Context: an optimization exercise on an open-source flow, tuned for small area, a short achievable clock period and few clock cycles. The choices shown serve that exercise and are no tape-out recipe.
The RTL was checked by simulation tests, not by an equivalence proof against the original design.

==> inputs of 07-10 <==
Design cpu, start of the top module:
module cpu(
    input clk,
    input rst,
    input [7:0] op_code,
    input [7:0] arg1,
    input [7:0] arg2,
    input [31:0] dataparams,
    output [15:0] dataindex,
    output [15:0] program_counter,
    output arr_trigger,
    output arr_write,
    output [15:0] arr_addr,
    output [31:0] arr_wdata,
    input [31:0] arr_rdata,
    input arr_done,
    output halted
);
make LEC_CHECK=0 ABC_CLOCK_PERIOD_IN_PS=5000 CAP_MARGIN=20 CORE_MARGIN=2 CORE_UTILIZATION=40 PLACE_DENSITY=0.6 SETUP_SLACK_MARGIN=3 SLEW_MARGIN=20 finish   # period 9.0 ns
run.sh (not shown) runs the stock make flow with config.mk's settings and CLKGATE_MAP_FILE= SYNTH_SCRIPT=/design/flow/synth_recipe.tcl, a recipe that flattens the netlist after the stock synthesis.
==> 10-27 (differences from 07-10) <==
--- a/flow/design.v
+++ b/flow/design.v
@@ -17,17 +17,21 @@
     output halted
 );
     localparam [1:0] S_BOOT0 = 2'd0, S_BOOT1 = 2'd1, S_RUN = 2'd2, S_HALT = 2'd3;
     reg [1:0] st;
     reg [1:0] ph;                    
     reg [15:0] cur_pc;               
     reg [15:0] tgt_r;                
-    reg take_r;                      
     reg busy;                        
-    reg [31:0] T, N;                 
+    reg squash;                      
+    reg dz;                          
+    reg [31:0] T_r, N;               
+    reg byp_dp;                      
+    reg rd_wait;                     
+    wire [31:0] T = byp_dp ? dataparams : rd_wait ? arr_rdata : T_r;
     reg [31:0] sram [0:13];          
     reg [3:0] p;                     
     reg [31:0] lva [0:31];           
     reg [4:0] fb, ftop;              
     reg [20:0] cs [0:14];            
     reg [3:0] csp;
     reg [15:0] inv_addr;             
@@ -68,17 +72,16 @@
                 end
             c[0] = 1'b0;
             for (k = 1; k < 16; k = k + 1)
                 c[k] = G[k - 1];
             kadd16 = pp ^ c;
         end
     endfunction
-    function [31:0] mul16(input [15:0] a, input [15:0] b);
+    function [63:0] mulcs(input [15:0] a, input [15:0] b);
         reg [31:0] c1_0, c1_1, c1_2, c1_3, c1_4, c2_0, c2_1, c2_2, c3_0, c3_1, c4_0, c4_1, c5_0, c6_0, r0, r1, r10, r11, r12, r13, r14, r15, r2, r3, r4, r5, r6, r7, r8, r9, s1_0, s1_1, s1_2, s1_3, s1_4, s2_0, s2_1, s2_2, s3_0, s3_1, s4_0, s4_1, s5_0, s6_0;
-        reg [32:0] sum;
         begin
             r0 = b[0] ? ({16'd0, a} << 0) : 32'd0;
             r1 = b[1] ? ({16'd0, a} << 1) : 32'd0;
             r2 = b[2] ? ({16'd0, a} << 2) : 32'd0;
             r3 = b[3] ? ({16'd0, a} << 3) : 32'd0;
             r4 = b[4] ? ({16'd0, a} << 4) : 32'd0;
             r5 = b[5] ? ({16'd0, a} << 5) : 32'd0;
@@ -116,16 +119,15 @@
             c4_0 = ((s3_0 & c3_0) | (s3_0 & s3_1) | (c3_0 & s3_1)) << 1;
             s4_1 = c3_1 ^ c1_4 ^ r15;
             c4_1 = ((c3_1 & c1_4) | (c3_1 & r15) | (c1_4 & r15)) << 1;
             s5_0 = s4_0 ^ c4_0 ^ s4_1;
             c5_0 = ((s4_0 & c4_0) | (s4_0 & s4_1) | (c4_0 & s4_1)) << 1;
             s6_0 = s5_0 ^ c5_0 ^ c4_1;
             c6_0 = ((s5_0 & c5_0) | (s5_0 & c4_1) | (c5_0 & c4_1)) << 1;
-            sum = kadd32(s6_0, c6_0, 1'b0);
-            mul16 = sum[31:0];
+            mulcs = {c6_0, s6_0};
         end
     endfunction
     localparam [7:0]
         OP_NOP = 8'h00, OP_BIPUSH = 8'h10, OP_SIPUSH = 8'h11, OP_LDC = 8'h12,
         OP_ILOAD = 8'h15, OP_IALOAD = 8'h2e, OP_BALOAD = 8'h33, OP_ISTORE = 8'h36,
         OP_IASTORE = 8'h4f, OP_BASTORE = 8'h54, OP_POP = 8'h57, OP_DUP = 8'h59,
         OP_IADD = 8'h60, OP_ISUB = 8'h64, OP_IMUL = 8'h68, OP_IDIV = 8'h6c,
@@ -141,15 +143,15 @@
     wire d_ificmp  = (op >= 8'h9f) && (op <= 8'ha4);
     wire d_iload   = d_iload_n || op == OP_ILOAD;
     wire d_istore  = d_istore_n || op == OP_ISTORE;
     wire d_iaload  = op == OP_IALOAD || op == OP_BALOAD;
     wire d_iastore = op == OP_IASTORE || op == OP_BASTORE;
     wire d_ret     = op == OP_IRETURN || op == OP_ARETURN || op == OP_RETURN;
     wire d_div     = op == OP_IDIV || op == OP_IREM;
-    wire d_alu2    = op == OP_IADD || op == OP_ISUB || op == OP_IMUL || op == OP_ISHL ||
+    wire d_alu2    = op == OP_IADD || op == OP_ISUB || op == OP_ISHL ||
                      op == OP_ISHR || op == OP_IAND || op == OP_IOR || op == OP_IXOR;
     reg [1:0] len;
     always @(*) begin
         if (op == OP_SIPUSH || op == OP_IINC || d_if || d_ificmp || op == OP_GOTO || op == OP_INVOKE)
             len = 2'd3;
         else if (op == OP_BIPUSH || op == OP_LDC || op == OP_ILOAD || op == OP_ISTORE || op == OP_NEWARRAY)
             len = 2'd2;
@@ -163,16 +165,17 @@
         else if (d_iload_n)
             lidx = {3'b000, op[1:0] ^ 2'b10};
         else
             lidx = {3'b000, op[1:0] + 2'b01};
     end
     wire [3:0] pm1 = p - 4'd1;
     wire [3:0] pm2 = p - 4'd2;
-    reg rd_sel2;
-    wire [31:0] rd = sram[rd_sel2 ? pm2 : pm1];
+    wire [3:0] pm3 = p - 4'd3;
+    wire [31:0] rd  = sram[d_iastore ? pm2 : pm1];
+    wire [31:0] rdb = sram[d_iastore ? pm3 : pm2];
     wire [4:0] laddr = fb + lidx;
     wire [31:0] lrd = lva[laddr];
     wire [20:0] cs_top = cs[csp - 4'd1];
     wire t_eqz = (T == 32'd0);
     wire t_ltz = T[31];
     wire nt_eq = (N == T);
     wire [32:0] nt_sub = kadd32(N, ~T, 1'b1);
@@ -200,27 +203,26 @@
         msb_n = 5'd0;
         msb_t = 5'd0;
         for (i = 0; i < 32; i = i + 1) begin
             if (N[i]) msb_n = i[4:0];
             if (T[i]) msb_t = i[4:0];
         end
     end
-    wire div_zero = (N == 32'd0) || (msb_n < msb_t);    
+    wire div_zero = !nt_sub[32];                         
     wire [4:0] dshift = msb_n - msb_t;
     wire [31:0] sh_in  = d_div ? T : N;
     wire [4:0]  sh_amt = d_div ? dshift : T[4:0];
     wire [31:0] shl = sh_in << sh_amt;
     wire [31:0] shr = N >> T[4:0];
     wire [32:0] sum_add = kadd32(N, T, 1'b0);
     reg [31:0] alu;
     always @(*) begin
         case (op)
             OP_IADD: alu = sum_add[31:0];
             OP_ISUB: alu = nt_sub[31:0];
-            OP_IMUL: alu = mul16(N[15:0], T[15:0]);
             OP_ISHL: alu = shl;
             OP_ISHR: alu = shr;
             OP_IAND: alu = N & T;
             OP_IOR:  alu = N | T;
             default: alu = N ^ T;
         endcase
     end
@@ -228,61 +230,70 @@
     wire dge1 = dsub1[32];
     wire [31:0] dr1 = dge1 ? dsub1[31:0] : N;
     wire [31:0] dd1 = {1'b0, T[31:1]};
     wire [32:0] dsub2 = kadd32(dr1, ~dd1, 1'b1);
     wire dge2 = dsub2[32];
     wire [31:0] dr2 = dge2 ? dsub2[31:0] : dr1;
     wire [31:0] dd2 = {2'b00, T[31:2]};
-    wire dtwo = (dcnt >= 6'd2);
-    wire [31:0] dr_n = dtwo ? dr2 : dr1;
-    wire [31:0] dd_n = dtwo ? dd2 : dd1;
-    wire [31:0] dq_n = dtwo ? {Q[29:0], dge1, dge2} : {Q[30:0], dge1};
-    wire dlast = (dcnt <= 6'd2);
+    wire [32:0] dsub3 = kadd32(dr2, ~dd2, 1'b1);
+    wire dge3 = dsub3[32];
+    wire [31:0] dr3 = dge3 ? dsub3[31:0] : dr2;
+    wire [31:0] dd3 = {3'b000, T[31:3]};
+    wire dthree = (dcnt >= 6'd3);
+    wire dtwo = (dcnt == 6'd2);
+    wire [31:0] dr_n = dthree ? dr3 : dtwo ? dr2 : dr1;
+    wire [31:0] dd_n = dthree ? dd3 : dtwo ? dd2 : dd1;
+    wire [31:0] dq_n = dthree ? {Q[28:0], dge1, dge2, dge3} : dtwo ? {Q[29:0], dge1, dge2} : {Q[30:0], dge1};
+    wire dlast = (dcnt <= 6'd3);
     reg [15:0] pc_out;
     reg [1:0] st_n, ph_n;
     reg [31:0] T_n, N_n;
     reg [3:0] p_n;
     reg s_we;
     reg l_we;
     reg [4:0] l_wa;
     reg [31:0] l_wd;
     reg c_push, c_pop;
     reg [4:0] fb_n, ftop_n;
-    reg take_n;
     reg trig, awr;
     reg [15:0] aaddr;
     reg halt_now;
     reg [15:0] inv_addr_n;
     reg [7:0] mcnt_n;
     reg [31:0] Q_n;
     reg [5:0] dcnt_n;
-    wire [32:0] inc_sum = kadd32(lrd, {24'd0, arg2}, 1'b0);
+    reg byp_dp_n, rd_wait_n, squash_n, dz_n;
+    wire [32:0] inc_sum = kadd32(Q, {24'd0, arg2}, 1'b0);
+    wire [63:0] mul_cs = mulcs(N[15:0], T[15:0]);
+    wire [32:0] mul_sum = kadd32(T_r, Q, 1'b0);
     wire [32:0] neg_t = kadd32(32'd0, ~T, 1'b1);
     wire can_trig = !busy || arr_done;
     wire [15:0] pc_p1 = kadd16(cur_pc, 16'd1);
     wire [15:0] pc_p2 = kadd16(cur_pc, 16'd2);
     wire [15:0] pc_p3 = kadd16(cur_pc, 16'd3);
     wire [15:0] seq_pc = (len == 2'd3) ? pc_p3 : (len == 2'd2) ? pc_p2 : pc_p1;
     always @(*) begin
         pc_out = cur_pc;
         st_n = st;
         ph_n = 2'd0;
         T_n = T;
         N_n = N;
         p_n = p;
         s_we = 1'b0;
-        rd_sel2 = 1'b0;
+        byp_dp_n = 1'b0;
+        rd_wait_n = rd_wait && !arr_done;
+        squash_n = 1'b0;
+        dz_n = dz;
         l_we = 1'b0;
         l_wa = laddr;
         l_wd = T;
         c_push = 1'b0;
         c_pop = 1'b0;
         fb_n = fb;
         ftop_n = ftop;
-        take_n = take_r;
         trig = 1'b0;
         awr = 1'b0;
         aaddr = T[15:0];
         halt_now = 1'b0;
         inv_addr_n = inv_addr;
         mcnt_n = mcnt;
         Q_n = Q;
@@ -299,15 +310,23 @@
                 st_n = S_RUN;
             end
             S_HALT: begin
                 pc_out = cur_pc;
             end
             default: begin
                 pc_out = seq_pc;
-                if (op == OP_NOP) begin
+                if (squash) begin
+                    pc_out = tgt_r;
+                end
+                else if (rd_wait && !arr_done) begin
+                    pc_out = cur_pc;
+                    T_n = T_r;
+                    ph_n = ph;
+                end
+                else if (op == OP_NOP) begin
                     pc_out = cur_pc;
                     if (can_trig) begin
                         halt_now = 1'b1;
                         st_n = S_HALT;
                     end
                 end
                 else if (d_iconst || op == OP_BIPUSH || op == OP_SIPUSH || d_iload) begin
@@ -320,33 +339,46 @@
                         T_n = {{24{arg1[7]}}, arg1};
                     else if (op == OP_SIPUSH)
                         T_n = {{16{arg1[7]}}, arg1, arg2};
                     else
                         T_n = lrd;
                 end
                 else if (op == OP_LDC) begin
-                    if (ph == 2'd0) begin
-                        pc_out = cur_pc;
-                        ph_n = 2'd1;
-                    end else begin
-                        s_we = 1'b1;
-                        N_n = T;
-                        p_n = p + 4'd1;
-                        T_n = dataparams;
-                    end
+                    s_we = 1'b1;
+                    N_n = T;
+                    p_n = p + 4'd1;
+                    byp_dp_n = 1'b1;
                 end
                 else if (d_istore) begin
                     l_we = 1'b1;
                     T_n = N;
                     N_n = rd;
                     p_n = pm1;
                 end
                 else if (op == OP_IINC) begin
-                    l_we = 1'b1;
-                    l_wd = inc_sum[31:0];
+                    if (ph == 2'd0) begin
+                        pc_out = cur_pc;
+                        ph_n = 2'd1;
+                        Q_n = lrd;
+                    end else begin
+                        l_we = 1'b1;
+                        l_wd = inc_sum[31:0];
+                    end
+                end
+                else if (op == OP_IMUL) begin
+                    if (ph == 2'd0) begin
+                        pc_out = cur_pc;
+                        ph_n = 2'd1;
+                        T_n = mul_cs[31:0];
+                        Q_n = mul_cs[63:32];
+                    end else begin
+                        T_n = mul_sum[31:0];
+                        N_n = rd;
+                        p_n = pm1;
+                    end
                 end
                 else if (d_alu2) begin
                     T_n = alu;
                     N_n = rd;
                     p_n = pm1;
                 end
                 else if (op == OP_INEG) begin
@@ -362,101 +394,66 @@
                     N_n = T;
                     p_n = p + 4'd1;
                 end
                 else if (op == OP_NEWARRAY) begin
                     T_n = 32'd0;
                 end
                 else if (op == OP_GOTO) begin
-                    if (ph == 2'd0) begin
-                        pc_out = cur_pc;
-                        ph_n = 2'd1;
-                    end else begin
-                        pc_out = tgt_r;
-                    end
+                    squash_n = 1'b1;
                 end
                 else if (d_if) begin
-                    if (ph == 2'd0) begin
-                        T_n = N;
-                        N_n = rd;
-                        p_n = pm1;
-                        if (cond) begin
-                            pc_out = cur_pc;
-                            ph_n = 2'd1;
-                        end
-                    end else begin
-                        pc_out = tgt_r;
-                    end
+                    T_n = N;
+                    N_n = rd;
+                    p_n = pm1;
+                    squash_n = cond;
                 end
                 else if (d_ificmp) begin
-                    if (ph == 2'd0) begin
-                        take_n = cond;
-                        T_n = rd;
-                        p_n = pm1;
-                        pc_out = cur_pc;
-                        ph_n = 2'd1;
-                    end else begin
-                        N_n = rd;
-                        p_n = pm1;
-                        pc_out = take_r ? tgt_r : seq_pc;
-                    end
+                    T_n = rd;
+                    N_n = rdb;
+                    p_n = pm2;
+                    squash_n = cond;
                 end
                 else if (d_iaload) begin
-                    pc_out = cur_pc;
-                    if (ph == 2'd0) begin
-                        ph_n = 2'd0;
-                        if (can_trig) begin
-                            trig = 1'b1;
-                            N_n = rd;
-                            p_n = pm1;
-                            ph_n = 2'd1;
-                        end
+                    if (can_trig) begin
+                        trig = 1'b1;
+                        N_n = rd;
+                        p_n = pm1;
+                        rd_wait_n = 1'b1;
                     end else begin
-                        ph_n = 2'd1;
-                        if (arr_done) begin
-                            T_n = arr_rdata;
-                            pc_out = seq_pc;
-                            ph_n = 2'd0;
-                        end
+                        pc_out = cur_pc;
                     end
                 end
                 else if (d_iastore) begin
                     aaddr = N[15:0];
                     awr = 1'b1;
-                    if (ph == 2'd0) begin
-                        pc_out = cur_pc;
-                        if (can_trig) begin
-                            trig = 1'b1;
-                            rd_sel2 = 1'b1;
-                            T_n = rd;
-                            p_n = pm2;
-                            ph_n = 2'd1;
-                        end
+                    if (can_trig) begin
+                        trig = 1'b1;
+                        T_n = rd;
+                        N_n = rdb;
+                        p_n = pm3;
                     end else begin
-                        N_n = rd;
-                        p_n = pm1;
+                        pc_out = cur_pc;
                     end
                 end
                 else if (d_div) begin
                     if (ph == 2'd0) begin
-                        if (div_zero) begin
-                            T_n = (op == OP_IREM) ? N : 32'd0;
-                            N_n = rd;
-                            p_n = pm1;
-                        end else begin
-                            pc_out = cur_pc;
-                            ph_n = 2'd1;
-                            T_n = shl;
-                            Q_n = 32'd0;
-                            dcnt_n = {1'b0, dshift} + 6'd1;
-                        end
+                        pc_out = cur_pc;
+                        ph_n = 2'd1;
+                        T_n = shl;
+                        Q_n = 32'd0;
+                        dz_n = div_zero;
+                        dcnt_n = {1'b0, dshift} + 6'd1;
                     end else begin
                         Q_n = dq_n;
-                        dcnt_n = dcnt - (dtwo ? 6'd2 : 6'd1);
-                        if (dlast) begin
-                            T_n = (op == OP_IREM) ? dr_n : dq_n;
+                        dcnt_n = dcnt - (dthree ? 6'd3 : dtwo ? 6'd2 : 6'd1);
+                        if (dlast || dz) begin
+                            if (dz)
+                                T_n = (op == OP_IREM) ? N : 32'd0;
+                            else
+                                T_n = (op == OP_IREM) ? dr_n : dq_n;
                             N_n = rd;
                             p_n = pm1;
                         end else begin
                             pc_out = cur_pc;
                             ph_n = 2'd1;
                             T_n = dd_n;
                             N_n = dr_n;
@@ -509,20 +506,23 @@
         endcase
     end
     always @(posedge clk) begin
         cur_pc <= pc_out;
         tgt_r <= kadd16(cur_pc, {arg1, arg2});
         ph <= ph_n;
         st <= st_n;
-        T <= T_n;
+        T_r <= T_n;
+        byp_dp <= byp_dp_n;
+        rd_wait <= rd_wait_n;
+        squash <= squash_n;
+        dz <= dz_n;
         N <= N_n;
         p <= p_n;
         fb <= fb_n;
         ftop <= ftop_n;
-        take_r <= take_n;
         inv_addr <= inv_addr_n;
         mcnt <= mcnt_n;
         Q <= Q_n;
         dcnt <= dcnt_n;
         busy <= (busy && !arr_done) || trig;
         if (c_push)
             csp <= csp + 4'd1;
@@ -530,14 +530,17 @@
             csp <= csp - 4'd1;
         if (rst) begin
             st <= S_BOOT0;
             ph <= 2'd0;
             p <= 4'd14;
             csp <= 4'd0;
             busy <= 1'b0;
+            byp_dp <= 1'b0;
+            rd_wait <= 1'b0;
+            squash <= 1'b0;
             cur_pc <= 16'h0000;
         end
     end
     always @(posedge clk) begin
         if (s_we && p < 4'd14)
             sram[p] <= N;
         if (l_we && !rst)
==> flow/config.mk (replaced) <==
export PLATFORM = sky130hd
export DESIGN_NAME = cpu
export DESIGN_NICKNAME = cpu
export VERILOG_FILES = /design/flow/design.v
export SDC_FILE = /design/flow/constraint.sdc
export NUM_CORES = 4
export LEC_CHECK = 0
export ABC_CLOCK_PERIOD_IN_PS = 5000
export CAP_MARGIN = 35
export CORE_MARGIN = 2
export CORE_UTILIZATION = 40
export PLACE_DENSITY = 0.6
export SETUP_SLACK_MARGIN = 2
export SLEW_MARGIN = 35
==> 02-15 (differences from 07-10) <==
--- a/flow/design.v
+++ b/flow/design.v
@@ -17,17 +17,21 @@
     output halted
 );
     localparam [1:0] S_BOOT0 = 2'd0, S_BOOT1 = 2'd1, S_RUN = 2'd2, S_HALT = 2'd3;
     reg [1:0] st;
     reg [1:0] ph;                    
     reg [15:0] cur_pc;               
     reg [15:0] tgt_r;                
-    reg take_r;                      
     reg busy;                        
-    reg [31:0] T, N;                 
+    reg squash;                      
+    reg dz;                          
+    reg [31:0] T_r, N;               
+    reg byp_dp;                      
+    reg rd_wait;                     
+    wire [31:0] T = byp_dp ? dataparams : rd_wait ? arr_rdata : T_r;
     reg [31:0] sram [0:13];          
     reg [3:0] p;                     
     reg [31:0] lva [0:31];           
     reg [4:0] fb, ftop;              
     reg [20:0] cs [0:14];            
     reg [3:0] csp;
     reg [15:0] inv_addr;             
@@ -163,16 +167,17 @@
         else if (d_iload_n)
             lidx = {3'b000, op[1:0] ^ 2'b10};
         else
             lidx = {3'b000, op[1:0] + 2'b01};
     end
     wire [3:0] pm1 = p - 4'd1;
     wire [3:0] pm2 = p - 4'd2;
-    reg rd_sel2;
-    wire [31:0] rd = sram[rd_sel2 ? pm2 : pm1];
+    wire [3:0] pm3 = p - 4'd3;
+    wire [31:0] rd  = sram[d_iastore ? pm2 : pm1];
+    wire [31:0] rdb = sram[d_iastore ? pm3 : pm2];
     wire [4:0] laddr = fb + lidx;
     wire [31:0] lrd = lva[laddr];
     wire [20:0] cs_top = cs[csp - 4'd1];
     wire t_eqz = (T == 32'd0);
     wire t_ltz = T[31];
     wire nt_eq = (N == T);
     wire [32:0] nt_sub = kadd32(N, ~T, 1'b1);
@@ -200,15 +205,15 @@
         msb_n = 5'd0;
         msb_t = 5'd0;
         for (i = 0; i < 32; i = i + 1) begin
             if (N[i]) msb_n = i[4:0];
             if (T[i]) msb_t = i[4:0];
         end
     end
-    wire div_zero = (N == 32'd0) || (msb_n < msb_t);    
+    wire div_zero = !nt_sub[32];                         
     wire [4:0] dshift = msb_n - msb_t;
     wire [31:0] sh_in  = d_div ? T : N;
     wire [4:0]  sh_amt = d_div ? dshift : T[4:0];
     wire [31:0] shl = sh_in << sh_amt;
     wire [31:0] shr = N >> T[4:0];
     wire [32:0] sum_add = kadd32(N, T, 1'b0);
     reg [31:0] alu;
@@ -243,22 +248,22 @@
     reg [3:0] p_n;
     reg s_we;
     reg l_we;
     reg [4:0] l_wa;
     reg [31:0] l_wd;
     reg c_push, c_pop;
     reg [4:0] fb_n, ftop_n;
-    reg take_n;
     reg trig, awr;
     reg [15:0] aaddr;
     reg halt_now;
     reg [15:0] inv_addr_n;
     reg [7:0] mcnt_n;
     reg [31:0] Q_n;
     reg [5:0] dcnt_n;
+    reg byp_dp_n, rd_wait_n, squash_n, dz_n;
     wire [32:0] inc_sum = kadd32(lrd, {24'd0, arg2}, 1'b0);
     wire [32:0] neg_t = kadd32(32'd0, ~T, 1'b1);
     wire can_trig = !busy || arr_done;
     wire [15:0] pc_p1 = kadd16(cur_pc, 16'd1);
     wire [15:0] pc_p2 = kadd16(cur_pc, 16'd2);
     wire [15:0] pc_p3 = kadd16(cur_pc, 16'd3);
     wire [15:0] seq_pc = (len == 2'd3) ? pc_p3 : (len == 2'd2) ? pc_p2 : pc_p1;
@@ -266,23 +271,25 @@
         pc_out = cur_pc;
         st_n = st;
         ph_n = 2'd0;
         T_n = T;
         N_n = N;
         p_n = p;
         s_we = 1'b0;
-        rd_sel2 = 1'b0;
+        byp_dp_n = 1'b0;
+        rd_wait_n = rd_wait && !arr_done;
+        squash_n = 1'b0;
+        dz_n = dz;
         l_we = 1'b0;
         l_wa = laddr;
         l_wd = T;
         c_push = 1'b0;
         c_pop = 1'b0;
         fb_n = fb;
         ftop_n = ftop;
-        take_n = take_r;
         trig = 1'b0;
         awr = 1'b0;
         aaddr = T[15:0];
         halt_now = 1'b0;
         inv_addr_n = inv_addr;
         mcnt_n = mcnt;
         Q_n = Q;
@@ -299,15 +306,23 @@
                 st_n = S_RUN;
             end
             S_HALT: begin
                 pc_out = cur_pc;
             end
             default: begin
                 pc_out = seq_pc;
-                if (op == OP_NOP) begin
+                if (squash) begin
+                    pc_out = tgt_r;
+                end
+                else if (rd_wait && !arr_done) begin
+                    pc_out = cur_pc;
+                    T_n = T_r;
+                    ph_n = ph;
+                end
+                else if (op == OP_NOP) begin
                     pc_out = cur_pc;
                     if (can_trig) begin
                         halt_now = 1'b1;
                         st_n = S_HALT;
                     end
                 end
                 else if (d_iconst || op == OP_BIPUSH || op == OP_SIPUSH || d_iload) begin
@@ -320,23 +335,18 @@
                         T_n = {{24{arg1[7]}}, arg1};
                     else if (op == OP_SIPUSH)
                         T_n = {{16{arg1[7]}}, arg1, arg2};
                     else
                         T_n = lrd;
                 end
                 else if (op == OP_LDC) begin
-                    if (ph == 2'd0) begin
-                        pc_out = cur_pc;
-                        ph_n = 2'd1;
-                    end else begin
-                        s_we = 1'b1;
-                        N_n = T;
-                        p_n = p + 4'd1;
-                        T_n = dataparams;
-                    end
+                    s_we = 1'b1;
+                    N_n = T;
+                    p_n = p + 4'd1;
+                    byp_dp_n = 1'b1;
                 end
                 else if (d_istore) begin
                     l_we = 1'b1;
                     T_n = N;
                     N_n = rd;
                     p_n = pm1;
                 end
@@ -362,101 +372,66 @@
                     N_n = T;
                     p_n = p + 4'd1;
                 end
                 else if (op == OP_NEWARRAY) begin
                     T_n = 32'd0;
                 end
                 else if (op == OP_GOTO) begin
-                    if (ph == 2'd0) begin
-                        pc_out = cur_pc;
-                        ph_n = 2'd1;
-                    end else begin
-                        pc_out = tgt_r;
-                    end
+                    squash_n = 1'b1;
                 end
                 else if (d_if) begin
-                    if (ph == 2'd0) begin
-                        T_n = N;
-                        N_n = rd;
-                        p_n = pm1;
-                        if (cond) begin
-                            pc_out = cur_pc;
-                            ph_n = 2'd1;
-                        end
-                    end else begin
-                        pc_out = tgt_r;
-                    end
+                    T_n = N;
+                    N_n = rd;
+                    p_n = pm1;
+                    squash_n = cond;
                 end
                 else if (d_ificmp) begin
-                    if (ph == 2'd0) begin
-                        take_n = cond;
-                        T_n = rd;
-                        p_n = pm1;
-                        pc_out = cur_pc;
-                        ph_n = 2'd1;
-                    end else begin
-                        N_n = rd;
-                        p_n = pm1;
-                        pc_out = take_r ? tgt_r : seq_pc;
-                    end
+                    T_n = rd;
+                    N_n = rdb;
+                    p_n = pm2;
+                    squash_n = cond;
                 end
                 else if (d_iaload) begin
-                    pc_out = cur_pc;
-                    if (ph == 2'd0) begin
-                        ph_n = 2'd0;
-                        if (can_trig) begin
-                            trig = 1'b1;
-                            N_n = rd;
-                            p_n = pm1;
-                            ph_n = 2'd1;
-                        end
+                    if (can_trig) begin
+                        trig = 1'b1;
+                        N_n = rd;
+                        p_n = pm1;
+                        rd_wait_n = 1'b1;
                     end else begin
-                        ph_n = 2'd1;
-                        if (arr_done) begin
-                            T_n = arr_rdata;
-                            pc_out = seq_pc;
-                            ph_n = 2'd0;
-                        end
+                        pc_out = cur_pc;
                     end
                 end
                 else if (d_iastore) begin
                     aaddr = N[15:0];
                     awr = 1'b1;
-                    if (ph == 2'd0) begin
-                        pc_out = cur_pc;
-                        if (can_trig) begin
-                            trig = 1'b1;
-                            rd_sel2 = 1'b1;
-                            T_n = rd;
-                            p_n = pm2;
-                            ph_n = 2'd1;
-                        end
+                    if (can_trig) begin
+                        trig = 1'b1;
+                        T_n = rd;
+                        N_n = rdb;
+                        p_n = pm3;
                     end else begin
-                        N_n = rd;
-                        p_n = pm1;
+                        pc_out = cur_pc;
                     end
                 end
                 else if (d_div) begin
                     if (ph == 2'd0) begin
-                        if (div_zero) begin
-                            T_n = (op == OP_IREM) ? N : 32'd0;
-                            N_n = rd;
-                            p_n = pm1;
-                        end else begin
-                            pc_out = cur_pc;
-                            ph_n = 2'd1;
-                            T_n = shl;
-                            Q_n = 32'd0;
-                            dcnt_n = {1'b0, dshift} + 6'd1;
-                        end
+                        pc_out = cur_pc;
+                        ph_n = 2'd1;
+                        T_n = shl;
+                        Q_n = 32'd0;
+                        dz_n = div_zero;
+                        dcnt_n = {1'b0, dshift} + 6'd1;
                     end else begin
                         Q_n = dq_n;
                         dcnt_n = dcnt - (dtwo ? 6'd2 : 6'd1);
-                        if (dlast) begin
-                            T_n = (op == OP_IREM) ? dr_n : dq_n;
+                        if (dlast || dz) begin
+                            if (dz)
+                                T_n = (op == OP_IREM) ? N : 32'd0;
+                            else
+                                T_n = (op == OP_IREM) ? dr_n : dq_n;
                             N_n = rd;
                             p_n = pm1;
                         end else begin
                             pc_out = cur_pc;
                             ph_n = 2'd1;
                             T_n = dd_n;
                             N_n = dr_n;
@@ -509,20 +484,23 @@
         endcase
     end
     always @(posedge clk) begin
         cur_pc <= pc_out;
         tgt_r <= kadd16(cur_pc, {arg1, arg2});
         ph <= ph_n;
         st <= st_n;
-        T <= T_n;
+        T_r <= T_n;
+        byp_dp <= byp_dp_n;
+        rd_wait <= rd_wait_n;
+        squash <= squash_n;
+        dz <= dz_n;
         N <= N_n;
         p <= p_n;
         fb <= fb_n;
         ftop <= ftop_n;
-        take_r <= take_n;
         inv_addr <= inv_addr_n;
         mcnt <= mcnt_n;
         Q <= Q_n;
         dcnt <= dcnt_n;
         busy <= (busy && !arr_done) || trig;
         if (c_push)
             csp <= csp + 4'd1;
@@ -530,14 +508,17 @@
             csp <= csp - 4'd1;
         if (rst) begin
             st <= S_BOOT0;
             ph <= 2'd0;
             p <= 4'd14;
             csp <= 4'd0;
             busy <= 1'b0;
+            byp_dp <= 1'b0;
+            rd_wait <= 1'b0;
+            squash <= 1'b0;
             cur_pc <= 16'h0000;
         end
     end
     always @(posedge clk) begin
         if (s_we && p < 4'd14)
             sram[p] <= N;
         if (l_we && !rst)
==> qor summary <==
item	02-15	10-27	07-10
Outcome	failed layout checks	failed layout checks	timing/DRC/antenna clean
Layout check failures	capacitance limit, slew limit	setup timing	-
Global placement routability congestion	1.11	1.14	1.10
Standard cell area after detailed placement	131000 um^2	140000 um^2	125000 um^2
Element type at the critical path end	flop	flop	output port
Via-per-instance ratio	6.51	6.70	6.61
Setup ws final	0.911 ns	-0.915 ns	0.933 ns
End point of the most critical hold path	st[0]$_SDFFE_PP0P_	st[0]$_SDFFE_PP0P_	st[1]$_SDFFE_PP0P_
Inserted Diodes	26	46	30
Critical Path Stages	29	42	24
Inverter count	437	434	442
Worst r2r src	rd_wait$_SDFF_PP0_	T_r[4]$_DFFE_PP_	N[3]$_DFFE_PP_
Area growth from synthesis to layout	30.8%	27.4%	25.8%
Number of standard cells in the layout, taps in and fillers out	15000	16531	14362
Clock distribution area overhead in the final layout	4.62%	4.37%	4.92%
Worst clock skew	0.198 ns	0.142 ns	0.0918 ns
Area of combinational cells with multiple inputs	57900 um^2	60300 um^2	54900 um^2
Testbench counts of 07-10, summed over its fixed seeds: cycles 141,372.
Testbench counts of 10-27, summed over its fixed seeds: cycles 129,690.
Testbench counts of 02-15, summed over its fixed seeds: cycles 128,525.

[separate check: timing with driven ports]
The flow's constraints put no driver on any port. The routed layouts listed below were extracted and timed again, unchanged, in two steps.
Step 1 (the two cells are an assumption about what drives the block):
set clk [get_ports {clk}]
set_driving_cell -lib_cell sky130_fd_sc_hd__clkbuf_16 $clk
set_driving_cell -lib_cell sky130_fd_sc_hd__buf_2 [delete_from_list [all_inputs] $clk]
Step 2 times the ports against the registers' clock, not the clock port: input delays grow and output delays shrink by t, the midpoint of the rising clock arrivals with the driver on.
a / b / c = no drivers / after step 1 / after step 2; a / b = the first two.
run	shift t [ns]	slack for setup (ns)	worst register clock-pin slew, ns
07-10	0.986	0.933 / 0.840 / 0.311	0.08 / 0.08
10-27	1.036	-0.915 / -0.831 / -1.867	0.08 / 0.08
02-15	1.018	0.911 / 0.964 / -0.054	0.08 / 0.08
For 02-15, which loses most, drivers alone change the setup slack by +0.053 ns; drivers and shift together by -0.965 ns.
